This is an optimization exercise on Yosys and OpenROAD, whose aim is small area, not a production implementation. Where RTL was checked, it was by simulation tests only, not by an equivalence proof against the original. Function not checked in runs 1 to 4, 8 and 9: the RTL went through the layout flow alone. In every run shown here, the design's own scripts or RTL, not TritonCTS, make the clock network. The clock input has no modelled driver; a real chip could not lean on it and would need a root buffer or a full tree. No activity file was given, so power comes from the tool's default toggle rates.

$ cat design/flow/constraint.sdc
create_clock -name core_clock -period 10.0 [get_ports {bck_i}]
set_input_delay 2.0000 -clock core_clock [delete_from_list [all_inputs] [get_ports {bck_i}]]
set_output_delay 2.0000 -clock core_clock [all_outputs]
set_load 0.01 [all_outputs]
$ cat design/flow/flow/run.sh
#!/bin/bash
# The standard layout (standard.sh), with these changes:
#  - ports are buffered with buf_1 instead of the default clkdlybuf4s50_1;
#  - the clock tree is a flat one (flow/flat_cts.tcl): the clock port drives
#    4 sky130_fd_sc_hd__clkbuf_4 cells, each driving a cluster of nearby clock sinks;
#  - power recovery (downsizing off the critical paths) after global routing,
#    followed by another design repair (flow/post_grt.tcl).
# make's output goes to standard.log, each step's log to orfs/logs/.
set -euo pipefail
export BUFFER_PORTS_ARGS="-buffer_cell sky130_fd_sc_hd__buf_1"
export PRE_CTS_TCL="$PWD/flow/flat_cts.tcl"
export POST_GLOBAL_ROUTE_TCL="$PWD/flow/post_grt.tcl"
export FLAT_CTS_N=4
export FLAT_CTS_CELL=sky130_fd_sc_hd__clkbuf_4
export FLAT_CTS_NET=bck_i
export FLAT_CTS_KEEP_INVERTERS=0
export RECOVER_POWER=0
bash standard.sh > standard.log 2>&1
$ cat design/flow/config.mk
export PLATFORM = sky130hd
export DESIGN_NAME = i2s
export DESIGN_NICKNAME = i2s
export VERILOG_FILES = /design/flow/design.v
export SDC_FILE = /design/flow/constraint.sdc
export NUM_CORES = 4
export LEC_CHECK = 0
export CAP_MARGIN = 20
export CORE_MARGIN = 2
export CORE_UTILIZATION = 40
export SLEW_MARGIN = 20
$ cat design/flow/flow/post_grt.tcl
# Sourced as POST_GLOBAL_ROUTE_TCL: power recovery may have downsized a driver
# past its slew or capacitance limit, so repair the design again afterwards.
log_cmd global_route -start_incremental
log_cmd estimate_parasitics -global_routing
repair_design_helper
log_cmd detailed_placement
log_cmd global_route -end_incremental
log_cmd estimate_parasitics -global_routing
$ cat design/flow/flow/flat_cts.tcl
# Flat clock tree used in place of TritonCTS (sourced as PRE_CTS_TCL).
# The clock port drives FLAT_CTS_N buffers of type FLAT_CTS_CELL directly; the
# clock sinks are split into FLAT_CTS_N groups by k-means on their placed
# locations, and each buffer, placed at its group's centre, drives one group.
proc clock_tree_synthesis { args } {
  set block [ord::get_db_block]
  set db [ord::get_db]
  set n $::env(FLAT_CTS_N)
  set master [$db findMaster $::env(FLAT_CTS_CELL)]
  set clk [$block findNet $::env(FLAT_CTS_NET)]
  set sinks {}
  foreach it [$clk getITerms] {
    set inst [$it getInst]
    set bb [$inst getBBox]
    set x [expr {([$bb xMin] + [$bb xMax]) / 2.0}]
    set y [expr {([$bb yMin] + [$bb yMax]) / 2.0}]
    lappend sinks [list $it $x $y]
  }
  set m [llength $sinks]
  puts "flat_cts: $m sinks on [$clk getName], $n buffers of [$master getName]"
  # initial centres: sinks spread along x
  set sorted [lsort -real -index 1 $sinks]
  set cx {}; set cy {}
  for {set i 0} {$i < $n} {incr i} {
    set s [lindex $sorted [expr {int(($i + 0.5) * $m / $n)}]]
    lappend cx [lindex $s 1]; lappend cy [lindex $s 2]
  }
  set cap [expr {int(ceil(double($m) / $n))}]
  for {set iter 0} {$iter < 30} {incr iter} {
    # balanced assignment: sinks take their nearest centre with room left,
    # most constrained (largest gap between best and worst) first
    set order {}
    foreach s $sinks {
      set ds {}
      for {set i 0} {$i < $n} {incr i} {
        lappend ds [expr {abs([lindex $s 1] - [lindex $cx $i]) + abs([lindex $s 2] - [lindex $cy $i])}]
      }
      set mn [tcl::mathfunc::min {*}$ds]; set mx [tcl::mathfunc::max {*}$ds]
      lappend order [list [expr {$mx - $mn}] $s $ds]
    }
    set order [lsort -real -decreasing -index 0 $order]
    set cnt [lrepeat $n 0]
    set groups [lrepeat $n {}]
    foreach o $order {
      set s [lindex $o 1]; set ds [lindex $o 2]
      set best -1
      set idx {}
      for {set i 0} {$i < $n} {incr i} { lappend idx [list $i [lindex $ds $i]] }
      foreach p [lsort -real -index 1 $idx] {
        set i [lindex $p 0]
        if {[lindex $cnt $i] < $cap} { set best $i; break }
      }
      lset cnt $best [expr {[lindex $cnt $best] + 1}]
      lset groups $best [concat [lindex $groups $best] [list $s]]
    }
    set ncx {}; set ncy {}
    for {set i 0} {$i < $n} {incr i} {
      set sx 0.0; set sy 0.0; set g [lindex $groups $i]
      foreach s $g { set sx [expr {$sx + [lindex $s 1]}]; set sy [expr {$sy + [lindex $s 2]}] }
      lappend ncx [expr {$sx / [llength $g]}]; lappend ncy [expr {$sy / [llength $g]}]
    }
    set cx $ncx; set cy $ncy
  }
  for {set i 0} {$i < $n} {incr i} {
    set buf [odb::dbInst_create $block $master "flatcts_buf_$i"]
    set w [[$buf getMaster] getWidth]; set h [[$buf getMaster] getHeight]
    $buf setLocation [expr {int([lindex $cx $i] - $w / 2)}] [expr {int([lindex $cy $i] - $h / 2)}]
    $buf setPlacementStatus PLACED
    set net [odb::dbNet_create $block "flatcts_net_$i"]
    $net setSigType CLOCK
    foreach s [lindex $groups $i] {
      set it [lindex $s 0]
      $it disconnect
      $it connect $net
    }
    [$buf findITerm A] connect $clk
    [$buf findITerm X] connect $net
    puts "flat_cts: buffer $i at ([lindex $cx $i], [lindex $cy $i]) drives [llength [lindex $groups $i]] sinks"
  }
  set_propagated_clock [all_clocks]
  # The buffer synthesis puts on a port-to-port wire (mck_i to mck_o) is a
  # buf_4; a buf_1 drives the output load as well.
  set small [$db findMaster sky130_fd_sc_hd__buf_1]
  foreach inst [$block getInsts] {
    if {[[$inst getMaster] getName] ne "sky130_fd_sc_hd__buf_4"} { continue }
    set a [[$inst findITerm A] getNet]
    set x [[$inst findITerm X] getNet]
    if {$a eq "NULL" || $x eq "NULL"} { continue }
    if {[llength [$a getBTerms]] == 1 && [llength [$x getBTerms]] == 1 &&
        [llength [$a getITerms]] == 1 && [llength [$x getITerms]] == 1} {
      puts "flat_cts: [$inst getName] ([$a getName] to [$x getName]) becomes buf_1"
      $inst swapMaster $small
    }
  }
}

# With the flat tree the inverter of the falling-edge clock is a sink like any
# other, so it need not be cloned next to each falling-edge register.
if {[info exists ::env(FLAT_CTS_KEEP_INVERTERS)] && !$::env(FLAT_CTS_KEEP_INVERTERS)} {
  proc repair_clock_inverters { args } {
    puts "flat_cts: clock inverters left as they are"
  }
}
$ cat design/flow/standard.sh
#!/bin/bash
# synth_recipe.tcl (not shown) runs the flow's synth.tcl, then flattens the netlist and writes it again
# the make line also repeats each setting of config.mk as NAME=value (left out here)
make -C /OpenROAD-flow-scripts/flow DESIGN_CONFIG=/design/flow/config.mk WORK_HOME=/design/flow/orfs CLKGATE_MAP_FILE= SYNTH_SCRIPT=/design/flow/synth_recipe.tcl "${@:-finish}"
$ cat design/flow/design.v
module i2s(
    input               rst_i,
    input               mck_i,
    input               lrck_i,
    input               bck_i,
    input               data_i,
    output              mck_o,
    output              lrck_o,
    output              data_o,
    output reg          sdo,
    output reg          sync
);
assign  mck_o = mck_i;
assign  lrck_o = lrck_i;
assign  data_o = data_i;
reg     lr1;
reg     d0;
always @(negedge bck_i) begin
    lr1 <= rst_i & lrck_i;
    d0 <= data_i;
end
localparam [1:0] CMD = 2'd0, D1 = 2'd2, D2 = 2'd3, IDLE = 2'd1;
localparam [7:0] FB = 8'b01001011;
reg         lr2;
reg [6:0]   dl;
reg [31:0]  sh;
reg [1:0]   ph;
reg [2:0]   k;       
reg         f;
wire start = lr1 ^ lr2;
wire load = !rst_i || start;
wire trans = k == 3'd7;     
wire data = ph == D1 || ph == D2;
wire pu = f & ~lr1;
wire dbit = f ? ~lr1 : sh[31];
wire cbit = pu ? (k == 3'd1 || k == 3'd3)
               : (k == 3'd0 || (trans && !lr1));
always @(posedge bck_i) begin
    lr2 <= lr1;
    dl <= {dl[5] ^ (ph == CMD && trans), dl[4:0], d0};   
    if (data)
        sh <= {sh[30:16], sh[15] & ~f, sh[14:0], dl[6]};
    if (load) begin
        k <= 3'd6;
        ph <= CMD;
    end
    else begin
        k <= {k[1:0], FB[k]};
        if (trans)
            case (ph)
                CMD: ph <= D1;
                D1: ph <= D2;
                D2: ph <= IDLE;
                default: ph <= IDLE;
            endcase
    end
    if (!rst_i)
        f <= 1'b1;
    else if (start && !lr1)
        f <= 1'b0;
    if (rst_i) begin
        sync <= !start && ph == IDLE;
        sdo <= data ? dbit : (ph == CMD && cbit);
    end
end
endmodule
==> results.cfg, run 1 <==
[worst_hold_path]
hold_class = flop to flop
min_delay_path_depth = 0
hold_path_end = dl[4]$_DFF_P_
holdCritStartpoint = dl[3]$_DFF_P_

[die]
die_h_um = 66.16
die_area_um2 = 4376
start_util_pct = 41.89
die_w_um = 66.16
core_um2 = 3689
fp-row-count = 22
ios = 10

[worst_setup_path]
path_buf_inv = 1
timing.rr.start = lr1$_DFF_N_
arrival_ps = 2400
start_kind = input port
timing.rr.end = k[2]$_SDFF_PP1_
cp_top_family = buffers and inverters
path_max_fanout = 6
reg2reg_slack_ps = 3660
critPathMaxStageDelay_ps = 230
worstSetupPathType = input port to flop
crit_slowest_cell = buf_1
rr_worst_depth = 4
end_kind = flop
path_cells = buf_1 -> and2_1
worstPathRequired_ps = 5200

[synth]
yosys-top-cells-area = edfxtp_1 66%, dfxtp_1 21%, buf_4 1.5%
syn_nets = 90
syn_avg_cell_area_um2 = 18.40
yosys.area.top_type = edfxtp_1
syn_inst = 84
yosys_warnings = 1
yosysTopAreaCellShare_pct = 66.07
synth-seq-cells = 50
synth_area_um2 = 1545
yosysUniqueCellTypes = 24
ys_seq_area_share_pct = 86.80

[cells_and_area]
area_growth_pct = 6.316
antenna_cells = 0
fill_cells = 331
drive_gt1_share_pct = 8.696
fin_cells = 140
nets = 100

[cts]
clk_pin_slew_ps = 110
postCtsSetupRepairBufs = 0
cts_resized = 0
hold_buffers = 0
clk_latency_ps = 250

[power_and_ir_drop]
peakVddDrop_v = 0.0001006
p_leak_uw = 0.0005553
powerDensity_nw_per_um2 = 192.0

[grt]
track_usage_pct = 8.269
grt_pass1_vias = 583
grt.overflow.total = 0
grt_max_degree = 33
grt_pass1_wl_um = 2898
antenna_found_initial = 0

[placement]
port-buffer-count = 7
dp.cells = 136
dp_hpwl_um = 1072
gp_congestion = 0.7110

[drt]
routed_wl_um = 1792
via_per_inst = 4.643
ant_nets = 0
drt_iter0_drc = 69
via_count = 650
wl_per_cell_um = 12.80
route.detailed.drc = 0
drtPass1Iterations = 4

[timing]
worst_pin_slew_ps = 384.5
finalSetupViolCount = 0
max-slew-margin-rel_pct = 74.37
setup_tns_ps = 0
skew_ps = 79.07
hold_viol_final = 0
drv_slew = 0

[outcome]
status = no timing/DRC/antenna violations

[flow_run]
drv_cap = 0
-- cell usage in the layout (no fill, tap or decap), types with 2 or more instances in the layout --
cell	count
buf_1	7
clkbuf_4	4
dfxtp_1	16
edfxtp_1	34
inv_1	4
nand2_1	3
nor2_1	5
xnor2_1	2
-- per-layer routing --
metal	global-route usage (%)	routed length, µm	vias up
met4	1.531	40	0
met2	11.88	718	9
met1	13.27	962	321
li1	-	-	314
met5	0	0	-
met3	1.363	72	6
-- how the worst max path moves through the flow --
stage,endpoint,cells past startpoint,startpoint
2_1_floorplan,lr1$_DFF_N_,1,rst_i
3_3_place_gp,lr1$_DFF_N_,2,rst_i
3_5_place_dp,lr1$_DFF_N_,2,rst_i
4_1_cts,lr1$_DFF_N_,2,rst_i
6_report,lr1$_DFF_N_,2,rst_i
-- state kept, by name, indices dropped and copies added (netlist names) --
name and count:
lr2 1, sdo 1, d0 1, dl 7, sync 1, f 1
k 3, lr1 1, sh 32, ph 2
-- where the power goes --
part | leakage, µW | total [µW] | switching (µW) | internal, µW
sequential | 0.000445 | 235 | 4.13 | 231
clock | 0.0000237 | 66.6 | 46.8 | 19.8
combinational | 0.0000870 | 13.5 | 8.22 | 5.27
total | 0.000555 | 316 | 59.1 | 256
-- Yosys cell counts --
| library cell | n |
|---|---|
| a211oi_1 | 1 |
| a21oi_1 | 1 |
| a31oi_1 | 1 |
| a32o_1 | 1 |
| and2_1 | 1 |
| and2b_1 | 1 |
| and3_2 | 1 |
| buf_4 | 3 |
| clkbuf_1 | 1 |
| dfxtp_1 | 16 |
| edfxtp_1 | 34 |
| ha_1 | 1 |
| inv_1 | 4 |
| mux2_2 | 1 |
| nand2_1 | 3 |
| nand2b_1 | 1 |
| nand3_1 | 1 |
| nor2_1 | 5 |
| o211ai_1 | 1 |
| o21ai_0 | 1 |
| o21ai_1 | 1 |
| or2_2 | 1 |
| or3_1 | 1 |
| xnor2_1 | 2 |
-- metrics by stage --
step / hold slack, ps / utilization (%) / worst slack [ps] / power (µW) / area [µm²]
final: 338.0 / 44.54 / 2800 / 315.5 / 1643
after CTS: 340.2 / 44.54 / 2800 / 319.6 / 1643
after detailed placement: 313.2 / 43.72 / 2540 / 255.6 / 1613
after global placement: 312.8 / 43.72 / 2577 / 255.0 / 1613
after floorplan: 309.6 / - / 2760 / 251.7 / 1545
-- area by class of cell --
type | count | area, µm² | area share (%)
Tap cell | 48 | 60.06 | 3.656
Buffer | 4 | 30.03 | 1.828
Timing Repair Buffer | 8 | 33.78 | 2.056
Multi-Input combinational cell | 26 | 162.7 | 9.901
Inverter | 4 | 15.01 | 0.9139
Sequential cell | 50 | 1341 | 81.65
-- cells by family (layout without fill, tap and decap cells) --
kind of cell,Yosys count,in the layout,synth area share (%)
AO/OA/AOI/OAI,7,7,2.996
XOR/XNOR,2,2,1.134
adder cells (fa/ha/maj),1,1,0.8096
buffers and inverters,8,16,2.671
flip-flops,50,50,86.80
multiplexers,1,1,0.7287
AND/OR/NAND/NOR,15,15,4.859
==> run 2, diff against run 1 <==
--- a/design/flow/design.v
+++ b/design/flow/design.v
@@ -21,3 +21,3 @@
 end
-localparam [1:0] CMD = 2'd0, D1 = 2'd2, D2 = 2'd3, IDLE = 2'd1;
+localparam [1:0] CMD = 2'd3, D1 = 2'd1, D2 = 2'd0, IDLE = 2'd2;
 localparam [7:0] FB = 8'b01001011;
==> results.cfg, run 2 <==
[timing]
hold_ws_ps = 334.3
drv_slew = 0
max-slew-margin-rel_pct = 58.65
finalSetupViolCount = 0
setup_ws_ps = 2825
hold_viol_final = 0
setup_tns_ps = 0
skew_ps = 96.66
worst_pin_slew_ps = 619.5

[worst_setup_path]
end_kind = flop
timing.rr.end = k[1]$_SDFF_PP1_
worstPathRequired_ps = 5150
reg2reg_slack_ps = 3710
arrival_ps = 2320
timing.rr.start = lr1$_DFF_N_
path_buf_inv = 1
path_cells = buf_1 -> and2_1
crit_slowest_cell = and2_1
critPathMaxStageDelay_ps = 190
worstSetupPathType = input port to flop
rr_worst_depth = 4
path_max_fanout = 6
cp_top_family = simple AND/OR/NAND/NOR gates
start_kind = input port

[die]
core_um2 = 3689
start_util_pct = 41.86
fp-row-count = 22
die_h_um = 66.13
ios = 10
die_w_um = 66.13
die_area_um2 = 4373

[worst_hold_path]
hold_class = flop to flop
min_delay_path_depth = 0
hold_path_end = dl[5]$_DFF_P_
holdCritStartpoint = dl[4]$_DFF_P_

[cells_and_area]
nets = 101
layout_commonest_cell = edfxtp_1
largest_reg_flops = 32
multi_input_area_um2 = 165.2
final_cell_mix = 34 x edfxtp_1, 16 x dfxtp_1, 7 x buf_1
antenna_cells = 0
reg.largest.list = sh (32), dl (7), k (3)
drive_gt1_share_pct = 7.527
utilization_pct = 45.15
regMostFlops = sh
final-seq-area_um2 = 1341
fill_cells = 339
area_growth_pct = 7.861

[cts]
clk_pin_slew_ps = 120
postCtsSetupRepairBufs = 0
hold_buffers = 0
cts_resized = 0
clk_latency_ps = 250

[drt]
route.detailed.drc = 0
drtPass1Iterations = 3
ant_nets = 0
wl_met3_um = 54
dr_wl_met2_um = 734
wl_per_cell_um = 12.26
via_per_inst = 4.532
drt-met1-wl_um = 892
highest_layer = met4
via_count = 639
routed_wl_um = 1728
drt_iter0_drc = 36

[synth]
yosys_warnings = 1
synth-seq-cells = 50
yosysMostFrequentCell = edfxtp_1
yosysUniqueCellTypes = 22
syn_inst = 84
ys_seq_area_share_pct = 86.87
synth_enable_flop_cells = 34
async_flop_share_pct = 0
yosys-top-cells-area = edfxtp_1 66%, dfxtp_1 21%, buf_4 1.5%
yosys_most_used_dff = edfxtp_1
yosys.area.top_type = edfxtp_1
syn_nets = 90
synth.top_cells.by_count = 34 x edfxtp_1, 16 x dfxtp_1, 4 x inv_1
yosysTopAreaCellShare_pct = 66.13
synth_area_um2 = 1544
syn_avg_cell_area_um2 = 18.38

[placement]
port-buffer-count = 7
gp_congestion = 0.7157
post-place-ws_ps = 2556
dp_hpwl_um = 1123

[flow_run]
drv_cap = 0

[grt]
grt_pass1_wl_um = 2891
grt_max_degree = 20
antenna_found_initial = 0
track_usage_pct = 8.492
grt_pass1_vias = 586
grt.overflow.total = 0

[power_and_ir_drop]
p_leak_uw = 0.0005715
powerDensity_nw_per_um2 = 188.6
peakVddDrop_v = 0.00009754

[outcome]
status = no timing/DRC/antenna violations
-- run 2: per-layer routing --
layer	up-vias	track usage, %
met3	6	1.022
li1	318	-
met5	-	0
met4	0	2.041
met1	307	13.05
met2	8	12.88
-- run 2: report_power, final --
group | internal, µW | total [µW] | switching [µW]
registers | 231 | 236 | 4.44
clock network | 19.8 | 64.3 | 44.6
logic | 5.90 | 14.1 | 8.20
-- run 2: kinds of logic after synthesis --
group	after synthesis	synth area share, %
AO/OA/AOI/OAI	8	3.161
XOR/XNOR	2	1.135
adder cells (fa/ha/maj)	1	0.8102
buffers and inverters	7	2.431
flip-flops	50	86.87
AND/OR/NAND/NOR	16	5.592
-- run 2: how the worst max path moves through the flow --
stage	from	endpoint	cells after the start
after floorplan	rst_i	lr1$_DFF_N_	1
after global placement	rst_i	lr1$_DFF_N_	2
final	rst_i	lr1$_DFF_N_	2
after CTS	rst_i	lr1$_DFF_N_	2
after detailed placement	rst_i	lr1$_DFF_N_	2
-- run 2: through the flow --
step	total power [µW]	cells	instance area, µm²
floorplan	251.0	84	1544
global placement	254.4	136	1608
detailed placement	256.6	137	1635
CTS	317.2	141	1665
finish	314.2	141	1665
-- run 2: layout make-up --
cell class                 count  share of cell area [%]
buffer                         4                   1.803
inverter                       4                  0.9016
multi-input combinational     27                   9.917
sequential                    50                   80.54
tap                           48                   3.606
timing repair buffer           8                   3.231
==> run 3, diff against run 2 <==
--- a/design/flow/design.v
+++ b/design/flow/design.v
@@ -21,4 +21,4 @@
 end
-localparam [1:0] CMD = 2'd3, D1 = 2'd1, D2 = 2'd0, IDLE = 2'd2;
-localparam [7:0] FB = 8'b01001011;
+localparam [1:0] CMD = 2'd0, D1 = 2'd2, D2 = 2'd3, IDLE = 2'd1;
+localparam [7:0] FB = 8'b00101101;
 reg         lr2;
@@ -31,3 +31,3 @@
 wire load = !rst_i || start;
-wire trans = k == 3'd7;     
+wire trans = k == 3'd1;     
 wire data = ph == D1 || ph == D2;
@@ -35,4 +35,4 @@
 wire dbit = f ? ~lr1 : sh[31];
-wire cbit = pu ? (k == 3'd1 || k == 3'd3)
-               : (k == 3'd0 || (trans && !lr1));
+wire cbit = pu ? (k == 3'd4 || k == 3'd0)
+               : (k == 3'd6 || (trans && !lr1));
 always @(posedge bck_i) begin
@@ -43,3 +43,3 @@
     if (load) begin
-        k <= 3'd6;
+        k <= 3'd2;
         ph <= CMD;
==> results.cfg, run 3 <==
[outcome]
status = no timing/DRC/antenna violations

[synth]
yosys-top-cells-area = edfxtp_1 66%, dfxtp_1 21%, buf_4 1.5%
synth.top_cells.by_count = 34 x edfxtp_1, 16 x dfxtp_1, 5 x inv_1, 5 x nor2_1
yosys.area.top_type = edfxtp_1
syn_inst = 85
synth_area_um2 = 1545
syn_nets = 91
yosysTopAreaCellShare_pct = 66.07
yosys_warnings = 1
synth-seq-cells = 50
yosysUniqueCellTypes = 24
syn_avg_cell_area_um2 = 18.18
synth_enable_flop_cells = 34
yosysMostFrequentCell = edfxtp_1
async_flop_share_pct = 0
ys_seq_area_share_pct = 86.80
yosys_most_used_dff = edfxtp_1

[cells_and_area]
area_growth_pct = 6.316
fill_cells = 331
antenna_cells = 0
final-seq-area_um2 = 1341
drive_gt1_share_pct = 6.452
nets = 101
layout_commonest_cell = edfxtp_1
fin_cells = 141
reg.largest.list = sh (32), dl (7), k (3)
final_cell_mix = 34 x edfxtp_1, 16 x dfxtp_1, 7 x buf_1
largest_reg_flops = 32
regMostFlops = sh
multi_input_area_um2 = 158.9

[drt]
ant_nets = 0
drtPass1Iterations = 2
via_per_inst = 4.610
route.detailed.drc = 0
via_count = 650
wl_per_cell_um = 13.26
drt_iter0_drc = 46
routed_wl_um = 1870

[power_and_ir_drop]
peakVddDrop_v = 0.0001112
p_leak_uw = 0.0005567
powerDensity_nw_per_um2 = 185.9

[timing]
hold_viol_final = 0
worst_pin_slew_ps = 532.9
setup_ws_ps = 2819
max-slew-margin-rel_pct = 64.40
finalSetupViolCount = 0
setup_tns_ps = 0
skew_ps = 69.65
drv_slew = 0
hold_ws_ps = 340.6

[worst_setup_path]
timing.rr.start = lr1$_DFF_N_
end_kind = flop
critPathMaxStageDelay_ps = 180
worstSetupPathType = input port to flop
path_cells = buf_1 -> and2_1
path_buf_inv = 1
cp_top_family = simple AND/OR/NAND/NOR gates
worstPathRequired_ps = 5130
arrival_ps = 2320
timing.rr.end = k[1]$_SDFF_PP1_
start_kind = input port
path_max_fanout = 5
reg2reg_slack_ps = 3700
rr_worst_depth = 4
crit_slowest_cell = and2_1

[placement]
post-place-ws_ps = 2570
dp_hpwl_um = 1184
dp.cells = 137
gp_congestion = 0.7108
port-buffer-count = 7

[die]
start_util_pct = 41.89
core_um2 = 3689
die_w_um = 66.16
die_h_um = 66.16
ios = 10
die_area_um2 = 4376
fp-row-count = 22

[grt]
grt.overflow.total = 0
grt_pass1_vias = 655
track_usage_pct = 9.051
grt_pass1_wl_um = 3139
antenna_found_initial = 0
grt_max_degree = 29

[cts]
clk_pin_slew_ps = 120
postCtsSetupRepairBufs = 0
cts_resized = 0
hold_buffers = 0
clk_latency_ps = 240

[worst_hold_path]
hold_path_end = dl[5]$_DFF_P_
hold_class = flop to flop
holdCritStartpoint = dl[4]$_DFF_P_
min_delay_path_depth = 0

[flow_run]
drv_cap = 0
run 3: cell type report:
| class | instances | share of cell area, % |
|---|---|---|
| Sequential cell | 50 | 81.65 |
| Buffer | 4 | 1.828 |
| Multi-Input combinational cell | 26 | 9.672 |
| Timing Repair Buffer | 8 | 2.056 |
| Inverter | 5 | 1.142 |
| Tap cell | 48 | 3.656 |
run 3: logic make-up (layout without fill, tap and decap cells):
group,count (synthesis),after routing,share of synthesized area (%)
buffers and inverters,9,17,2.915
and+or+nand+nor,17,17,5.831
adders and majority gates,1,1,0.8096
xor gates and xnor gates,1,1,0.5669
AOI/OAI and AO/OA,7,7,3.077
DFF,50,50,86.80
run 3: worst max-delay path by stage:
| stage | endpoint | start | depth (start not counted) |
|---|---|---|---|
| floorplan | lr1$_DFF_N_ | rst_i | 1 |
| detailed placement | lr1$_DFF_N_ | rst_i | 2 |
| CTS | lr1$_DFF_N_ | rst_i | 2 |
| finish | lr1$_DFF_N_ | rst_i | 2 |
| global placement | lr1$_DFF_N_ | rst_i | 2 |
run 3: routing by layer:
metal	vias to the layer above	global-route usage (%)	routed length, µm
li1	316	-	-
met1	320	13.21	962
met2	12	14.25	790
met3	2	2.044	104
met4	0	1.276	13
met5	-	0	0
run 3: stage by stage:
stage	util (%)	instance area [µm²]	total power, µW
after CTS	44.54	1643	306.9
after floorplan	-	1545	242.3
after global placement	43.72	1613	244.4
after detailed placement	43.72	1613	245.2
final	44.54	1643	305.4
run 3: worst reg2reg max path: cells and delay by family, from the launching register on:
family                   cells  cell delay, ps
adder cells (fa/ha/maj)      1             290
buffers and inverters        1              60
flip-flops                   1             360
AND/OR/NAND/NOR              2             420
run 3: report_power, final:
group          leakage (µW)  internal, µW  total (µW)  switching (µW)
Sequential         0.000443           226         229            3.43
Combinational     0.0000900          4.03        9.09            5.05
Clock             0.0000237          19.8        67.0            47.2
Total              0.000557           250         305            55.7
==> run 4, diff against run 3 <==
--- a/design/flow/design.v
+++ b/design/flow/design.v
@@ -39,3 +39,3 @@
     lr2 <= lr1;
-    dl <= {dl[5] ^ (ph == CMD && trans), dl[4:0], d0};   
+    dl <= {dl[5:3], dl[2] ^ (ph == CMD && k == 3'd6), dl[1:0], d0};   
     if (data)
==> results.cfg, run 4 <==
[timing]
hold_viol_final = 0
max-slew-margin-rel_pct = 71.93
setup_ws_ps = 2751
skew_ps = 76.37
worst_pin_slew_ps = 421.0
finalSetupViolCount = 0
drv_slew = 0
setup_tns_ps = 0

[synth]
yosys_most_used_dff = edfxtp_1
synth_enable_flop_cells = 34
syn_nets = 90
yosysUniqueCellTypes = 24
syn_inst = 84
synth_area_um2 = 1546
yosysMostFrequentCell = edfxtp_1
yosysTopAreaCellShare_pct = 66.02
synth-seq-cells = 50
yosys.area.top_type = edfxtp_1
ys_seq_area_share_pct = 86.73
async_flop_share_pct = 0
synth.top_cells.by_count = 34 x edfxtp_1, 16 x dfxtp_1, 5 x inv_1
yosys_warnings = 1
syn_avg_cell_area_um2 = 18.41
yosys-top-cells-area = edfxtp_1 66%, dfxtp_1 21%, buf_4 1.5%

[cells_and_area]
area_growth_pct = 6.311
nets = 100
utilization_pct = 44.57
drive_gt1_share_pct = 7.609
antenna_cells = 0
largest_reg_flops = 32
regMostFlops = sh
reg.largest.list = sh (32), dl (7), k (3)
final_cell_mix = 34 x edfxtp_1, 16 x dfxtp_1, 7 x buf_1
layout_commonest_cell = edfxtp_1

[power_and_ir_drop]
peakVddDrop_v = 0.0001488
p_leak_uw = 0.0005551
powerDensity_nw_per_um2 = 185.3

[worst_setup_path]
arrival_ps = 2430
path_buf_inv = 1
path_cells = buf_1 -> and2_1
cp.depth = 2
start_kind = input port
worstSetupPathType = input port to flop
critPathMaxStageDelay_ps = 250
path_max_fanout = 7
worstPathRequired_ps = 5180
end_kind = flop
cp_top_family = buffers and inverters
crit_slowest_cell = buf_1
rr_worst_depth = 3

[drt]
ant_nets = 0
route.detailed.drc = 0
via_count = 644
drt_iter0_drc = 65
drtPass1Iterations = 6
via_per_inst = 4.600
wl_per_cell_um = 12.01
routed_wl_um = 1682

[outcome]
status = no timing/DRC/antenna violations

[grt]
grt_max_degree = 37
grtUsageMet3_pct = 1.022
use_met1_pct = 13.97
antenna_found_initial = 0
grt_use_met2_pct = 11.63
grt_pass1_vias = 613
grt.overflow.total = 0
track_usage_pct = 8.333
grt-busiest-layer = met1
grt_pass1_wl_um = 2911

[die]
core_um2 = 3689
start_util_pct = 41.93
fp-row-count = 22
ios = 10
die_h_um = 66.18
die_w_um = 66.18
die_area_um2 = 4380

[worst_hold_path]
hold_class = flop to flop
min_delay_path_depth = 0

[cts]
postCtsSetupRepairBufs = 0
hold_buffers = 0
cts_resized = 0
clk_latency_ps = 240
clk_pin_slew_ps = 110

[flow_run]
drv_cap = 0

[placement]
gp_congestion = 0.7381
port-buffer-count = 7
post-place-ws_ps = 2495
dp_hpwl_um = 1014
-- run 4: cells by family after synthesis --
| kind of cell | after synthesis | synth area share [%] |
|---|---|---|
| fa+ha+maj | 1 | 0.8089 |
| xor+xnor | 1 | 0.5664 |
| buf+inv | 9 | 2.912 |
| flops | 50 | 86.73 |
| compound gates | 7 | 2.913 |
| simple gates | 16 | 6.068 |
-- run 4: final cells by class --
class	count	area, µm²
inverters	5	18.77
flip-flops and latches	50	1341
multi-input cells	25	160.2
well taps	48	60.06
plain buffers	4	30.03
repair buffers	8	33.78
fillers	346	2044
-- run 4: stage by stage --
stage | power, µW | hold slack (ps) | cells | cell area, µm²
final | 304.7 | 340.4 | 140 | 1644
after CTS | 308.5 | 346.0 | 140 | 1644
after detailed placement | 247.4 | 314.3 | 136 | 1614
after global placement | 247.1 | 312.5 | 136 | 1614
after floorplan | 244.5 | 309.6 | 84 | 1546
-- run 4: worst paths after layout --
path,from,slack [ps],end
setup / recovery,rst_i,2750,lr1$_DFF_N_
hold / removal,dl[4]$_DFF_P_,340,dl[5]$_DFF_P_
setup reg to reg,lr1$_DFF_N_,3750,sync$_DFFE_PP_
hold reg to reg,dl[4]$_DFF_P_,340,dl[5]$_DFF_P_
-- run 4: layer usage --
metal / part of all wire (%) / vias to the layer above
met5: 0 / -
met4: 2.3 / 0
met3: 4.8 / 5
met2: 39 / 12
met1: 54 / 313
li1: - / 314
-- run 4: where the power goes --
group	switching, µW	total, µW	internal [µW]
clock network	44.2	63.9	19.8
registers	3.06	230	227
logic	6.01	10.4	4.38
==> run 5, diff against run 4 <==
--- a/design/flow/design.v
+++ b/design/flow/design.v
@@ -22,3 +22,3 @@
 localparam [1:0] CMD = 2'd0, D1 = 2'd2, D2 = 2'd3, IDLE = 2'd1;
-localparam [7:0] FB = 8'b00101101;
+localparam [7:0] FB = 8'b01001011;
 reg         lr2;
@@ -31,3 +31,3 @@
 wire load = !rst_i || start;
-wire trans = k == 3'd1;     
+wire trans = k == 3'd7;     
 wire data = ph == D1 || ph == D2;
@@ -35,11 +35,11 @@
 wire dbit = f ? ~lr1 : sh[31];
-wire cbit = pu ? (k == 3'd4 || k == 3'd0)
-               : (k == 3'd6 || (trans && !lr1));
+wire cbit = pu ? (k == 3'd1 || k == 3'd3)
+               : (k == 3'd0 || (trans && !lr1));
 always @(posedge bck_i) begin
     lr2 <= lr1;
-    dl <= {dl[5:3], dl[2] ^ (ph == CMD && k == 3'd6), dl[1:0], d0};   
+    dl <= {dl[5:0], d0};
     if (data)
-        sh <= {sh[30:16], sh[15] & ~f, sh[14:0], dl[6]};
+        sh <= {sh[30:16], sh[15] & ~f, sh[14:0], dl[6] ^ (ph == D1 && k == 3'd6)};
     if (load) begin
-        k <= 3'd2;
+        k <= 3'd6;
         ph <= CMD;
==> design/flow/flow/run.sh (replaced) <==
#!/bin/bash
# The standard layout (standard.sh, standard synthesis unchanged), with
# two changes:
#  - ports are buffered with buf_1 instead of the default clkdlybuf4s50_1;
#  - the clock tree is a flat one (flow/flat_cts.tcl, run in place of
#    TritonCTS): the clock port drives 4 clkbuf_4 cells, each driving a
#    cluster of nearby clock sinks; the falling-edge clock inverter is one of
#    the sinks and is not cloned.
# make's output goes to standard.log, each step's log to orfs/logs/.
set -euo pipefail
export BUFFER_PORTS_ARGS="-buffer_cell sky130_fd_sc_hd__buf_1"
export PRE_CTS_TCL="$PWD/flow/flat_cts.tcl"
export FLAT_CTS_N=4
export FLAT_CTS_CELL=sky130_fd_sc_hd__clkbuf_4
export FLAT_CTS_NET=bck_i
export FLAT_CTS_KEEP_INVERTERS=0
bash standard.sh > standard.log 2>&1
removed: design/flow/flow/post_grt.tcl
==> results.cfg, run 5 <==
[cells_and_area]
antenna_cells = 0
largest_reg_flops = 32
fill_cells = 336
nets = 100
regMostFlops = sh
layout_commonest_cell = edfxtp_1
utilization_pct = 44.50
drive_gt1_share_pct = 5.435
multi_input_area_um2 = 161.4
reg.largest.list = sh (32), dl (7), k (3)
area_growth_pct = 6.321
final_cell_mix = 34 x edfxtp_1, 16 x dfxtp_1, 7 x buf_1
final-seq-area_um2 = 1341
fin_cells = 140

[timing]
finalSetupViolCount = 0
max-slew-margin-rel_pct = 73.46
skew_ps = 69.76
rsz0062_at_grt = no
drv_slew = 0
worst_pin_slew_ps = 398.1
setup_tns_ps = 0
hold_viol_final = 0

[die]
fp-row-count = 22
die_w_um = 66.13
core_um2 = 3689
ios = 10
start_util_pct = 41.86
die_area_um2 = 4373
die_h_um = 66.13

[power_and_ir_drop]
powerDensity_nw_per_um2 = 190.7
p_leak_uw = 0.0005554
peakVddDrop_v = 0.0001189

[worst_setup_path]
path_max_fanout = 5
worstPathRequired_ps = 5130
critPathMaxStageDelay_ps = 170
worstSetupPathType = input port to flop
crit_slowest_cell = and2_1
path_cells = buf_1 -> and2_1
end_kind = flop
start_kind = input port
cp_top_family = simple AND/OR/NAND/NOR gates
path_buf_inv = 1
arrival_ps = 2310

[cts]
postCtsSetupRepairBufs = 0
clk_latency_ps = 230
cts_resized = 0
clk_pin_slew_ps = 100
hold_buffers = 0

[synth]
yosysTopAreaCellShare_pct = 66.13
synth_area_um2 = 1544
yosys-top-cells-area = edfxtp_1 66%, dfxtp_1 21%, buf_4 1.5%
yosys.area.top_type = edfxtp_1
syn_nets = 90
synth-seq-cells = 50
yosys_warnings = 1
synth_enable_flop_cells = 34
synth.top_cells.by_count = 34 x edfxtp_1, 16 x dfxtp_1, 4 x inv_1, 4 x nor2_1, 3 x buf_4
yosysUniqueCellTypes = 21
yosysMostFrequentCell = edfxtp_1
syn_avg_cell_area_um2 = 18.38
syn_inst = 84
yosys_most_used_dff = edfxtp_1
ys_seq_area_share_pct = 86.87
async_flop_share_pct = 0

[drt]
drtPass1Iterations = 4
via_count = 658
drt_iter0_drc = 30
ant_nets = 0
wl_per_cell_um = 12.16
route.detailed.drc = 0
via_per_inst = 4.700
routed_wl_um = 1703

[placement]
port-buffer-count = 7
dp.cells = 136
gp_congestion = 0.7887
dp_hpwl_um = 980.4

[grt]
grt.overflow.total = 0
track_usage_pct = 8.278
grt_pass1_vias = 605
grt_pass1_wl_um = 2891
grt_max_degree = 35
antenna_found_initial = 0

[flow_run]
drv_cap = 0

[outcome]
status = no timing/DRC/antenna violations

[worst_hold_path]
hold_class = flop to flop
## run 5: layout make-up
class                      instances  area share, %
timing repair buffer               8          2.058
tap                               48          3.659
inverter                           4         0.9146
multi-input combinational         26          9.832
sequential                        50          81.71
buffer                             4          1.829
## run 5: cells by family (layout without fill, tap and decap cells)
kind of cell    Yosys count  after routing  share of synthesized area [%]
fa+ha+maj                 1              1                         0.8102
compound gates            7              7                          2.917
simple gates             16             16                          5.591
xor+xnor                  2              2                          1.135
flops                    50             50                          86.87
buf+inv                   8             16                          2.674
## run 5: per-stage QoR
step / hold slack (ps) / worst slack (ps) / power (µW) / area [µm²]
after global routing: 347.9 / 2783 / 327.1 / 1642
final: 339.5 / 2821 / 313.0 / 1642
after floorplan: 309.6 / 2760 / 250.6 / 1544
after detailed placement: 315.0 / 2573 / 254.1 / 1612
after global placement: 313.0 / 2597 / 253.7 / 1612
after CTS: 344.5 / 2830 / 316.0 / 1642
## run 5: worst reg2reg max path, stage by stage (launching register included)
cell and delay, ps:
dfxtp_1 340, inv_1 70, ha_1 290, nand2_1 110
or2_1 230
## run 5: final timing paths
kind,slack [ps],endpoint,cells after the start,from
hold / removal,340,dl[4]$_DFF_P_,0,dl[3]$_DFF_P_
setup / recovery,2820,lr1$_DFF_N_,2,rst_i
hold reg to reg,340,dl[4]$_DFF_P_,0,dl[3]$_DFF_P_
setup reg to reg,3800,k[1]$_SDFF_PP1_,4,lr1$_DFF_N_
## run 5: report_power, final
group | internal, µW | total, µW | switching [µW] | leakage [µW]
logic | 4.85 | 12.7 | 7.84 | 0.0000873
registers | 231 | 235 | 4.15 | 0.000444
clock network | 19.8 | 65.4 | 45.6 | 0.0000237
## run 5: routing by layer
metal  part of all wire, %  GRT usage [%]
met5                     0              0
met4                   1.6          1.276
met3                   5.5          1.704
met2                    42          12.25
met1                    51          12.86
==> run 6, diff against run 5 <==
==> design/flow/flow/run.sh (replaced) <==
#!/bin/bash
# The standard layout (standard.sh), with these changes:
#  - ports are buffered with buf_1 instead of the default clkdlybuf4s50_1;
#  - the clock tree is a flat one (flow/flat_cts.tcl): the clock port drives
#    4 sky130_fd_sc_hd__clkbuf_4 cells, each driving a cluster of nearby clock sinks;
#  - power recovery (downsizing off the critical paths) after global routing,
#    followed by another design repair (flow/post_grt.tcl).
# make's output goes to standard.log, each step's log to orfs/logs/.
set -euo pipefail
export BUFFER_PORTS_ARGS="-buffer_cell sky130_fd_sc_hd__buf_1"
export PRE_CTS_TCL="$PWD/flow/flat_cts.tcl"
export POST_GLOBAL_ROUTE_TCL="$PWD/flow/post_grt.tcl"
export FLAT_CTS_N=4
export FLAT_CTS_CELL=sky130_fd_sc_hd__clkbuf_4
export FLAT_CTS_NET=bck_i
export FLAT_CTS_KEEP_INVERTERS=0
export FLAT_CTS_UNBUFFER=1
export RECOVER_POWER=0
bash standard.sh > standard.log 2>&1
--- a/design/flow/flow/flat_cts.tcl
+++ b/design/flow/flow/flat_cts.tcl
@@ -103 +103,38 @@
 }
+
+# Timing-driven placement buffers a register output with a high fanout (the
+# data-phase bit, which enables all 32 shift-register bits). A register of
+# twice the drive strength drives that load within its limits on its own, for
+# less area than the buffer: remove such buffers and upsize the register.
+proc flat_cts_unbuffer_registers { } {
+  set block [ord::get_db_block]
+  set db [ord::get_db]
+  foreach inst [$block getInsts] {
+    if {![string match "place*" [$inst getName]]} { continue }
+    set mname [[$inst getMaster] getName]
+    if {![regexp {^sky130_fd_sc_hd__(clk)?buf_[0-9]+$} $mname]} { continue }
+    set in [[$inst findITerm A] getNet]
+    set out [[$inst findITerm X] getNet]
+    if {$in eq "NULL" || $out eq "NULL"} { continue }
+    if {[llength [$in getBTerms]] || [llength [$out getBTerms]]} { continue }
+    set drv NULL
+    foreach it [$in getITerms] {
+      if {[$it isOutputSignal]} { set drv $it }
+    }
+    if {$drv eq "NULL"} { continue }
+    set dname [[[$drv getInst] getMaster] getName]
+    if {$dname ne "sky130_fd_sc_hd__dfxtp_1"} { continue }
+    foreach it [$out getITerms] {
+      if {[$it getInst] eq $inst} { continue }
+      $it disconnect
+      $it connect $in
+    }
+    puts "flat_cts: removed $mname [$inst getName]; [[$drv getInst] getName] becomes dfxtp_2"
+    odb::dbInst_destroy $inst
+    odb::dbNet_destroy $out
+    [$drv getInst] swapMaster [$db findMaster sky130_fd_sc_hd__dfxtp_2]
+  }
+}
+if {[info exists ::env(FLAT_CTS_UNBUFFER)] && $::env(FLAT_CTS_UNBUFFER)} {
+  flat_cts_unbuffer_registers
+}
==> design/flow/flow/post_grt.tcl (new file) <==
# Sourced as POST_GLOBAL_ROUTE_TCL: power recovery may have downsized a driver
# past its slew or capacitance limit, so repair the design again afterwards.
log_cmd global_route -start_incremental
log_cmd estimate_parasitics -global_routing
repair_design_helper
log_cmd detailed_placement
log_cmd global_route -end_incremental
log_cmd estimate_parasitics -global_routing
==> results.cfg, run 6 <==
[synth]
ys_seq_area_share_pct = 86.87
synth_enable_flop_cells = 34
syn_inst = 84
yosys-top-cells-area = edfxtp_1 66%, dfxtp_1 21%, buf_4 1.5%
yosys.area.top_type = edfxtp_1
yosys_most_used_dff = edfxtp_1
synth_area_um2 = 1544
yosysTopAreaCellShare_pct = 66.13
yosys_warnings = 1
yosysMostFrequentCell = edfxtp_1
syn_nets = 90
syn_avg_cell_area_um2 = 18.38
synth-seq-cells = 50
synth.top_cells.by_count = 34 x edfxtp_1, 16 x dfxtp_1, 4 x inv_1, 4 x nor2_1, 3 x buf_4
yosysUniqueCellTypes = 21
async_flop_share_pct = 0

[worst_setup_path]
start_kind = input port
critPathMaxStageDelay_ps = 170
timing.rr.end = k[1]$_SDFF_PP1_
path_buf_inv = 1
worstSetupPathType = input port to flop
worstPathRequired_ps = 5130
path_cells = buf_1 -> and2_1
reg2reg_slack_ps = 3800
end_kind = flop
arrival_ps = 2310
path_max_fanout = 5
timing.rr.start = lr1$_DFF_N_
cp_top_family = simple AND/OR/NAND/NOR gates
crit_slowest_cell = and2_1
rr_worst_depth = 4

[power_and_ir_drop]
power.internal_uw = 255.2
powerDensity_nw_per_um2 = 190.9
p_switching_uw = 56.90
p_leak_uw = 0.0005505
peakVddDrop_v = 0.0001188
seqPwrFrac_pct = 76.2
switching_share_pct = 18.23
combPwrFrac_pct = 3.0
total_power_uw = 312.1
clkPwrFrac_pct = 20.8

[placement]
dpl-instance-area_um2 = 1612
gp_congestion = 0.7887
dp_hpwl_um = 980.4
port-buffer-count = 7

[drt]
via_count = 647
ant_nets = 0
route.detailed.drc = 0
via_per_inst = 4.655
wl_per_cell_um = 12.19
drt_iter0_drc = 50
routed_wl_um = 1695
drtPass1Iterations = 4

[die]
fp-row-count = 22
start_util_pct = 41.86
core_um2 = 3689
die_area_um2 = 4373
die_h_um = 66.13
die_w_um = 66.13
ios = 10

[cells_and_area]
antenna_cells = 0
largest_reg_flops = 32
reg.largest.list = sh (32), dl (7), k (3)
nets = 99
regMostFlops = sh
drive_gt1_share_pct = 5.495
final_cell_mix = 34 x edfxtp_1, 15 x dfxtp_1, 7 x buf_1
fin_area_um2 = 1635
area_growth_pct = 5.916
layout_commonest_cell = edfxtp_1
fill_cells = 338

[worst_hold_path]
hold_class = flop to flop
hold_path_end = dl[4]$_DFF_P_
holdCritStartpoint = dl[3]$_DFF_P_
min_delay_path_depth = 0

[timing]
finalSetupViolCount = 0
hold_viol_final = 0
worst_pin_slew_ps = 774.9
skew_ps = 68.98
drv_slew = 0
max-slew-margin-rel_pct = 48.34
hold_ws_ps = 339.4
setup_tns_ps = 0

[grt]
grt_pass1_wl_um = 2898
antenna_found_initial = 0
grt_max_degree = 38
grt_pass1_vias = 597
track_usage_pct = 8.315
grt.overflow.total = 0

[cts]
clk_pin_slew_ps = 100
postCtsSetupRepairBufs = 0
cts_resized = 0
clk_latency_ps = 230
hold_buffers = 0

[outcome]
status = no timing/DRC/antenna violations

[flow_run]
drv_cap = 0
-- run 6: worst max path at each step --
stage / startpoint / to / slack, ps / cells after the start
after detailed placement: rst_i / lr1$_DFF_N_ / 2570 / 2
after floorplan: rst_i / lr1$_DFF_N_ / 2760 / 1
after global placement: rst_i / lr1$_DFF_N_ / 2600 / 2
after CTS: rst_i / lr1$_DFF_N_ / 2830 / 2
final: rst_i / lr1$_DFF_N_ / 2820 / 2
-- run 6: final cells by class --
cell class	count	area [µm²]	share of cell area [%]
multi-input cells	26	161.4	9.870
inverters	4	15.01	0.9181
repair buffers	7	26.28	1.607
plain buffers	4	30.03	1.836
flip-flops and latches	50	1343	82.10
well taps	48	60.06	3.673
-- run 6: routing by layer --
metal,track usage (%),routed length (µm),up-vias
met2,11.88,698,15
met4,1.276,27,0
met1,13.31,868,316
met3,1.704,100,3
li1,-,-,313
met5,0,0,-
-- run 6: cells by family (layout without fill, tap and decap cells) --
kind of cell,after synthesis,in the layout,share of synthesized area (%)
adders and majority gates,1,1,0.8102
buffers and inverters,8,15,2.674
and+or+nand+nor,16,16,5.591
xor gates and xnor gates,2,2,1.135
DFF,50,50,86.87
AOI/OAI and AO/OA,7,7,2.917
-- run 6: stage by stage --
stage,utilization (%),setup WS (ps),instances
after CTS,44.34,2830,139
after floorplan,-,2760,84
after detailed placement,43.69,2573,136
after global placement,43.69,2597,136
final,44.34,2820,139
-- run 6: worst register-to-register path, stage by stage, from the launching register on --
cell and delay [ps]:
dfxtp_1 340, inv_1 70, ha_1 290, nand2_1 110, or2_1 230
-- run 6: power groups by stage --
stage               Sequential (µW)  Clock [µW]  Combinational, µW
floorplan                       239        1.88               10.1
finish                          238        64.8               9.44
CTS                             238        68.1               9.55
detailed placement              239        1.88               12.9
global placement                239        1.88               12.5
==> run 7, diff against run 6 <==
--- a/design/flow/config.mk
+++ b/design/flow/config.mk
@@ -7,2 +7,3 @@
 export LEC_CHECK = 0
+export ABC_AREA = 1
 export CAP_MARGIN = 20
==> results.cfg, run 7 <==
[outcome]
status = no timing/DRC/antenna violations

[worst_setup_path]
cp.depth = 3
path_cells = buf_1 -> nand2_1 -> inv_1
critPathMaxStageDelay_ps = 210
end_kind = flop
path_buf_inv = 2
arrival_ps = 2340
path_max_fanout = 5
worstSetupPathType = input port to flop
crit_slowest_cell = buf_1
cp_top_family = buffers and inverters
worstPathRequired_ps = 5190
rr_worst_depth = 6
start_kind = input port

[drt]
ant_nets = 0
via_count = 682
dr_wl_met2_um = 787
routed_wl_um = 1814
drt-met1-wl_um = 918
route.detailed.drc = 0
via_per_inst = 4.400
highest_layer = met4
wl_met3_um = 65
wl_per_cell_um = 11.70
drtPass1Iterations = 2
drt_iter0_drc = 43

[synth]
synth_area_um2 = 1584
async_flop_share_pct = 0
yosysUniqueCellTypes = 16
yosysTopAreaCellShare_pct = 64.45
yosys_most_used_dff = edfxtp_1
yosys_warnings = 1
synth.top_cells.by_count = 34 x edfxtp_1, 16 x dfxtp_1, 14 x nand2_1
yosys.area.top_type = edfxtp_1
syn_inst = 100
synth-seq-cells = 50
ys_seq_area_share_pct = 84.68
yosys-top-cells-area = edfxtp_1 64%, dfxtp_1 20%, nand2_1 3.3%
syn_avg_cell_area_um2 = 15.84
syn_nets = 106
synth_enable_flop_cells = 34
yosysMostFrequentCell = edfxtp_1

[cells_and_area]
layout_commonest_cell = edfxtp_1
area_growth_pct = 5.766
antenna_cells = 0
utilization_pct = 44.75
fill_cells = 353
regMostFlops = sh
drive_gt1_share_pct = 7.477
reg.largest.list = sh (32), dl (7), k (3)
largest_reg_flops = 32
final_cell_mix = 34 x edfxtp_1, 15 x dfxtp_1, 14 x nand2_1
nets = 115

[cts]
hold_buffers = 0
clk_pin_slew_ps = 120
postCtsSetupRepairBufs = 0
clk_latency_ps = 240
cts_resized = 0

[power_and_ir_drop]
combPwrFrac_pct = 3.4
p_switching_uw = 58.60
clkPwrFrac_pct = 21.0
powerDensity_nw_per_um2 = 186.6
total_power_uw = 312.7
power.internal_uw = 254.1
switching_share_pct = 18.74
seqPwrFrac_pct = 75.7
p_leak_uw = 0.0006309
peakVddDrop_v = 0.00008516

[die]
die_area_um2 = 4480
ios = 10
start_util_pct = 42.31
fp-row-count = 22
die_w_um = 66.93
core_um2 = 3744
die_h_um = 66.93

[placement]
dp_hpwl_um = 1150
port-buffer-count = 7
gp_congestion = 0.8637

[grt]
antenna_found_initial = 0
grt_pass1_vias = 662
grt_pass1_wl_um = 3063
grt.overflow.total = 0
grt_max_degree = 36
track_usage_pct = 8.745

[worst_hold_path]
min_delay_path_depth = 0
hold_class = flop to flop

[timing]
finalSetupViolCount = 0
setup_tns_ps = 0
drv_slew = 0
worst_pin_slew_ps = 751.7
skew_ps = 79.83
hold_viol_final = 0
hold_ws_ps = 341.7
max-slew-margin-rel_pct = 49.89

[flow_run]
drv_cap = 0
## run 7: changes by cell type after synthesis, sizes merged, moves of 2 or more
cell | previous run | this run
nand3 | 0 | 4
nor2b | 2 | 0
a211oi | 2 | 0
or2 | 2 | 0
nand2b | 2 | 0
inv | 4 | 13
nand2 | 1 | 15
and3 | 2 | 0
## run 7: area by class of cell
| cell class | instances | area [µm²] | area share (%) |
|---|---|---|---|
| Buffer | 4 | 30.03 | 1.792 |
| Tap cell | 48 | 60.06 | 3.585 |
| Timing Repair Buffer | 7 | 26.28 | 1.568 |
| Sequential cell | 50 | 1343 | 80.13 |
| Multi-Input combinational cell | 33 | 167.7 | 10.01 |
| Inverter | 13 | 48.80 | 2.913 |
## run 7: final timing paths
kind,start,endpoint,slack [ps]
max,rst_i,lr1$_DFF_N_,2850
min,dl[3]$_DFF_P_,dl[4]$_DFF_P_,340
max reg2reg,lr1$_DFF_N_,ph[1]$_SDFFE_PP0N_,3740
min reg2reg,dl[3]$_DFF_P_,dl[4]$_DFF_P_,340
## run 7: metrics by stage
step / instance area, µm² / cells / setup WS (ps)
2_1_floorplan: 1584 / 100 / 2823
3_3_place_gp: 1652 / 152 / 2624
3_5_place_dp: 1652 / 152 / 2599
4_1_cts: 1675 / 155 / 2855
6_report: 1675 / 155 / 2849
## run 7: logic make-up (layout without fill, tap and decap cells)
group / count (synthesis) / in the layout / share of synthesized area, %
flip-flops: 50 / 50 / 84.68
AND/OR/NAND/NOR: 25 / 25 / 6.715
buffers and inverters: 17 / 24 / 4.739
AO/OA/AOI/OAI: 6 / 6 / 2.054
adder cells (fa/ha/maj): 1 / 1 / 0.7898
XOR/XNOR: 1 / 1 / 1.027
## run 7: layer usage
| metal | GRT usage [%] | vias up |
|---|---|---|
| met5 | 0 | - |
| met4 | 1.531 | 0 |
| met3 | 1.182 | 6 |
| met2 | 14.37 | 8 |
| met1 | 12.56 | 322 |
| li1 | - | 346 |
## run 7: power by group through the flow
stage	clock network [µW]	registers, µW	logic, µW
3_5_place_dp	1.88	239	13.0
6_report	65.6	237	10.5
2_1_floorplan	1.88	238	10.7
3_3_place_gp	1.88	239	12.6
4_1_cts	69.0	237	10.6
==> run 8, diff against run 7 <==
--- a/design/flow/design.v
+++ b/design/flow/design.v
@@ -22,3 +22,3 @@
 localparam [1:0] CMD = 2'd0, D1 = 2'd2, D2 = 2'd3, IDLE = 2'd1;
-localparam [7:0] FB = 8'b01001011;
+localparam [7:0] FB = 8'b00101101;
 reg         lr2;
@@ -31,3 +31,3 @@
 wire load = !rst_i || start;
-wire trans = k == 3'd7;     
+wire trans = k == 3'd1;     
 wire data = ph == D1 || ph == D2;
@@ -35,11 +35,11 @@
 wire dbit = f ? ~lr1 : sh[31];
-wire cbit = pu ? (k == 3'd1 || k == 3'd3)
-               : (k == 3'd0 || (trans && !lr1));
+wire cbit = pu ? (k == 3'd4 || k == 3'd0)
+               : (k == 3'd6 || (trans && !lr1));
 always @(posedge bck_i) begin
     lr2 <= lr1;
-    dl <= {dl[5:0], d0};
+    dl <= {dl[5] ^ (ph == CMD && trans), dl[4:0], d0};   
     if (data)
-        sh <= {sh[30:16], sh[15] & ~f, sh[14:0], dl[6] ^ (ph == D1 && k == 3'd6)};
+        sh <= {sh[30:16], sh[15] & ~f, sh[14:0], dl[6]};
     if (load) begin
-        k <= 3'd6;
+        k <= 3'd2;
         ph <= CMD;
--- a/design/flow/config.mk
+++ b/design/flow/config.mk
@@ -7,3 +7,2 @@
 export LEC_CHECK = 0
-export ABC_AREA = 1
 export CAP_MARGIN = 20
==> results.cfg, run 8 <==
[worst_hold_path]
holdCritStartpoint = dl[4]$_DFF_P_
hold_class = flop to flop

[worst_setup_path]
path_buf_inv = 1
crit_slowest_cell = and2_1
crit_start = rst_i
worstSetupPathType = input port to flop
end_kind = flop
path_max_fanout = 5
timing.rr.start = lr1$_DFF_N_
critPathMaxStageDelay_ps = 180
arrival_ps = 2310
start_kind = input port
worstPathRequired_ps = 5130
path_cells = buf_1 -> and2_1
cp_top_family = simple AND/OR/NAND/NOR gates

[cells_and_area]
utilization_pct = 44.37
nets = 100
antenna_cells = 0
regMostFlops = sh
area_growth_pct = 5.911
final_cell_mix = 34 x edfxtp_1, 15 x dfxtp_1, 7 x buf_1
largest_reg_flops = 32
reg.largest.list = sh (32), dl (7), k (3)
drive_gt1_share_pct = 6.522
layout_commonest_cell = edfxtp_1
fill_cells = 330

[timing]
skew_ps = 66.24
finalSetupViolCount = 0
drv_slew = 0
worst_pin_slew_ps = 765.2
hold_viol_final = 0
max-slew-margin-rel_pct = 48.99
setup_tns_ps = 0

[synth]
syn_nets = 91
synth_enable_flop_cells = 34
yosysTopAreaCellShare_pct = 66.07
synth-seq-cells = 50
synth_area_um2 = 1545
yosysUniqueCellTypes = 24
yosys.area.top_type = edfxtp_1
yosys_warnings = 1
syn_inst = 85
yosys-top-cells-area = edfxtp_1 66%, dfxtp_1 21%, buf_4 1.5%
syn_avg_cell_area_um2 = 18.18
yosys_most_used_dff = edfxtp_1
ys_seq_area_share_pct = 86.80
synth.top_cells.by_count = 34 x edfxtp_1, 16 x dfxtp_1, 5 x inv_1, 5 x nor2_1
yosysMostFrequentCell = edfxtp_1
async_flop_share_pct = 0

[grt]
grt_pass1_vias = 648
grt.overflow.total = 0
grt_max_degree = 38
grt_pass1_wl_um = 3118
antenna_found_initial = 0
track_usage_pct = 8.978

[drt]
via_per_inst = 4.557
drtPass1Iterations = 4
wl_per_cell_um = 13.06
routed_wl_um = 1828
ant_nets = 0
route.detailed.drc = 0
via_count = 638
drt_iter0_drc = 83

[die]
core_um2 = 3689
die_area_um2 = 4376
die_w_um = 66.16
ios = 10
fp-row-count = 22
die_h_um = 66.16
start_util_pct = 41.89

[placement]
port-buffer-count = 7
dp_hpwl_um = 1184
gp_congestion = 0.7108

[cts]
cts_resized = 0
postCtsSetupRepairBufs = 0
clk_pin_slew_ps = 110
hold_buffers = 0
clk_latency_ps = 240

[power_and_ir_drop]
peakVddDrop_v = 0.0001106
powerDensity_nw_per_um2 = 186.6
p_leak_uw = 0.0005517

[flow_run]
drv_cap = 0

[outcome]
status = no timing/DRC/antenna violations
-- run 8: changes by cell type after synthesis, sizes merged, moves of 2 or more --
cell | previous run | this run
inv | 13 | 5
nand3 | 4 | 1
a21oi | 3 | 1
nand2 | 15 | 3
-- run 8: worst paths after layout --
check	endpoint	cells after the start	slack, ps
worst max-delay path	lr1$_DFF_N_	2	2820
worst min-delay path	dl[5]$_DFF_P_	0	340
worst max register to register	k[1]$_SDFF_PP1_	4	3700
worst min register to register	dl[5]$_DFF_P_	0	340
-- run 8: worst register-to-register path, stage by stage, from the launching register on --
cell     delay, ps
dfxtp_1        360
inv_1           60
ha_1           290
nand2_1        120
or2_2          300
-- run 8: area by class of cell --
cell class | count | area (µm²) | share of cell area [%]
inverters | 5 | 18.77 | 1.147
plain buffers | 4 | 30.03 | 1.835
flip-flops and latches | 50 | 1343 | 82.03
repair buffers | 7 | 26.28 | 1.606
well taps | 48 | 60.06 | 3.670
multi-input cells | 26 | 158.9 | 9.709
-- run 8: through the flow --
stage | setup slack [ps] | power [µW] | cells | hold slack (ps) | area [µm²]
finish | 2820 | 305.4 | 140 | 340.2 | 1637
CTS | 2823 | 306.8 | 140 | 342.8 | 1637
detailed placement | 2570 | 245.2 | 137 | 314.6 | 1613
global placement | 2582 | 244.4 | 137 | 313.0 | 1613
floorplan | 2760 | 242.3 | 85 | 309.6 | 1545
-- run 8: kinds of logic after synthesis --
family | share of synthesized area [%]
compound gates | 3.077
xor+xnor | 0.5669
flops | 86.80
fa+ha+maj | 0.8096
simple gates | 5.831
buf+inv | 2.915
-- run 8: power by group --
part           internal [µW]  switching (µW)
logic                   3.92            4.11
registers                226            4.31
clock network           19.8            47.3
-- run 8: routing by layer --
layer | vias to the layer above | track usage, % | wire, µm
met2 | 14 | 14.12 | 789
met5 | - | 0 | 0
li1 | 313 | - | -
met1 | 309 | 13.10 | 920
met4 | 0 | 1.276 | 13
met3 | 2 | 2.044 | 104
==> run 9, diff against run 8 <==
--- a/design/flow/design.v
+++ b/design/flow/design.v
@@ -21,3 +21,3 @@
 end
-localparam [1:0] CMD = 2'd0, D1 = 2'd2, D2 = 2'd3, IDLE = 2'd1;
+localparam [1:0] CMD = 2'd1, D1 = 2'd0, D2 = 2'd2, IDLE = 2'd3;
 localparam [7:0] FB = 8'b00101101;
@@ -31,3 +31,3 @@
 wire load = !rst_i || start;
-wire trans = k == 3'd1;     
+wire trans = k == 3'd0;     
 wire data = ph == D1 || ph == D2;
@@ -35,11 +35,11 @@
 wire dbit = f ? ~lr1 : sh[31];
-wire cbit = pu ? (k == 3'd4 || k == 3'd0)
-               : (k == 3'd6 || (trans && !lr1));
+wire cbit = pu ? (k == 3'd6 || k == 3'd4)
+               : (k == 3'd7 || (trans && !lr1));
 always @(posedge bck_i) begin
     lr2 <= lr1;
-    dl <= {dl[5] ^ (ph == CMD && trans), dl[4:0], d0};   
+    dl <= {dl[5:0], d0};
     if (data)
-        sh <= {sh[30:16], sh[15] & ~f, sh[14:0], dl[6]};
+        sh <= {sh[30:16], sh[15] & ~f, sh[14:0], dl[6] ^ (ph == D1 && k == 3'd1)};
     if (load) begin
-        k <= 3'd2;
+        k <= 3'd1;
         ph <= CMD;
==> results.cfg, run 9 <==
[cells_and_area]
regMostFlops = sh
layout_commonest_cell = edfxtp_1
final_cell_mix = 34 x edfxtp_1, 16 x dfxtp_1, 7 x buf_1
fill_cells = 332
largest_reg_flops = 32
antenna_cells = 0
drive_gt1_share_pct = 6.667
area_growth_pct = 6.058
nets = 98
reg.largest.list = sh (32), dl (7), k (3)

[worst_setup_path]
start_kind = input port
worstPathRequired_ps = 5170
crit_slowest_cell = buf_1
arrival_ps = 2470
path_max_fanout = 9
cp.depth = 2
rr_worst_depth = 3
path_buf_inv = 1
worstSetupPathType = input port to flop
cp_top_family = buffers and inverters
end_kind = flop
critPathMaxStageDelay_ps = 300
path_cells = buf_1 -> and2_1

[power_and_ir_drop]
p_switching_uw = 56.66
powerDensity_nw_per_um2 = 189.9
switching_share_pct = 18.16
seqPwrFrac_pct = 75.4
peakVddDrop_v = 0.0001002
combPwrFrac_pct = 4.0
power.internal_uw = 255.3
p_leak_uw = 0.0005758
clkPwrFrac_pct = 20.6

[timing]
hold_ws_ps = 341.1
max-slew-margin-rel_pct = 57.14
worst_pin_slew_ps = 642.0
hold_viol_final = 0
skew_ps = 64.91
drv_slew = 0
setup_tns_ps = 0
finalSetupViolCount = 0

[drt]
drtPass1Iterations = 4
routed_wl_um = 1803
ant_nets = 0
via_count = 647
wl_per_cell_um = 13.07
drt_iter0_drc = 30
via_per_inst = 4.688
route.detailed.drc = 0

[placement]
port-buffer-count = 7
gp_congestion = 0.7027
dp_hpwl_um = 1115

[synth]
ys_seq_area_share_pct = 86.59
yosys-top-cells-area = edfxtp_1 66%, dfxtp_1 21%, buf_4 1.5%
synth_enable_flop_cells = 34
yosys.area.top_type = edfxtp_1
yosysUniqueCellTypes = 23
syn_avg_cell_area_um2 = 18.89
yosysMostFrequentCell = edfxtp_1
syn_nets = 88
yosys_warnings = 1
synth-seq-cells = 50
syn_inst = 82
yosys_most_used_dff = edfxtp_1
synth.top_cells.by_count = 34 x edfxtp_1, 16 x dfxtp_1, 4 x inv_1
synth_area_um2 = 1549
async_flop_share_pct = 0
yosysTopAreaCellShare_pct = 65.91

[die]
die_area_um2 = 4386
fp-row-count = 22
die_h_um = 66.23
core_um2 = 3689
die_w_um = 66.23
ios = 10
start_util_pct = 41.99

[worst_hold_path]
hold_class = flop to flop
min_delay_path_depth = 0

[grt]
antenna_found_initial = 0
grt.overflow.total = 0
track_usage_pct = 9.124
grt_pass1_wl_um = 3111
grt_pass1_vias = 634
grt_max_degree = 35

[outcome]
status = no timing/DRC/antenna violations

[cts]
clk_pin_slew_ps = 110
hold_buffers = 0
postCtsSetupRepairBufs = 0
clk_latency_ps = 230
cts_resized = 0

[flow_run]
drv_cap = 0
-- run 9: final timing paths --
check,from,endpoint,slack (ps)
worst min register to register,dl[3]$_DFF_P_,dl[4]$_DFF_P_,340
worst min-delay path,dl[3]$_DFF_P_,dl[4]$_DFF_P_,340
worst max register to register,lr1$_DFF_N_,sync$_DFFE_PP_,3730
worst max-delay path,rst_i,lr1$_DFF_N_,2700
-- run 9: per-layer routing --
metal / vias to the layer above / GRT usage [%] / part of all wire (%)
li1: 320 / - / -
met1: 314 / 13.72 / 49
met2: 9 / 14.25 / 43
met3: 4 / 1.704 / 5.5
met4: 0 / 1.020 / 1.8
met5: - / 0 / 0
-- run 9: layout make-up --
class / instances / area [µm²] / share of cell area, %
Sequential cell: 50 / 1341 / 81.65
Multi-Input combinational cell: 25 / 170.2 / 10.36
Tap cell: 48 / 60.06 / 3.656
Buffer: 4 / 30.03 / 1.828
Timing Repair Buffer: 7 / 26.28 / 1.599
Inverter: 4 / 15.01 / 0.9139
-- run 9: stage by stage --
stage / util [%] / setup WS, ps / power (µW) / instance area (µm²) / cells
after floorplan: - / 2760 / 250.4 / 1549 / 82
after global placement: 43.72 / 2506 / 253.6 / 1613 / 134
after detailed placement: 43.72 / 2466 / 254.6 / 1613 / 134
after CTS: 44.54 / 2694 / 315.6 / 1643 / 138
final: 44.54 / 2701 / 312.0 / 1643 / 138
-- run 9: logic make-up after synthesis --
logic type                 after synthesis  share of synthesized area (%)
AOI/OAI and AO/OA                        7                          3.312
xor gates and xnor gates                 2                          1.131
adders and majority gates                1                         0.8076
buffers and inverters                    7                          2.423
DFF                                     50                          86.59
and+or+nand+nor                         15                          5.735
-- run 9: power by group through the flow --
stage                     clock network [µW]  registers, µW  logic [µW]
after floorplan                         1.88            239        9.83
after global placement                  1.88            240        11.9
after detailed placement                1.88            240        12.8
after CTS                               67.1            236        12.8
final                                   64.3            235        12.5
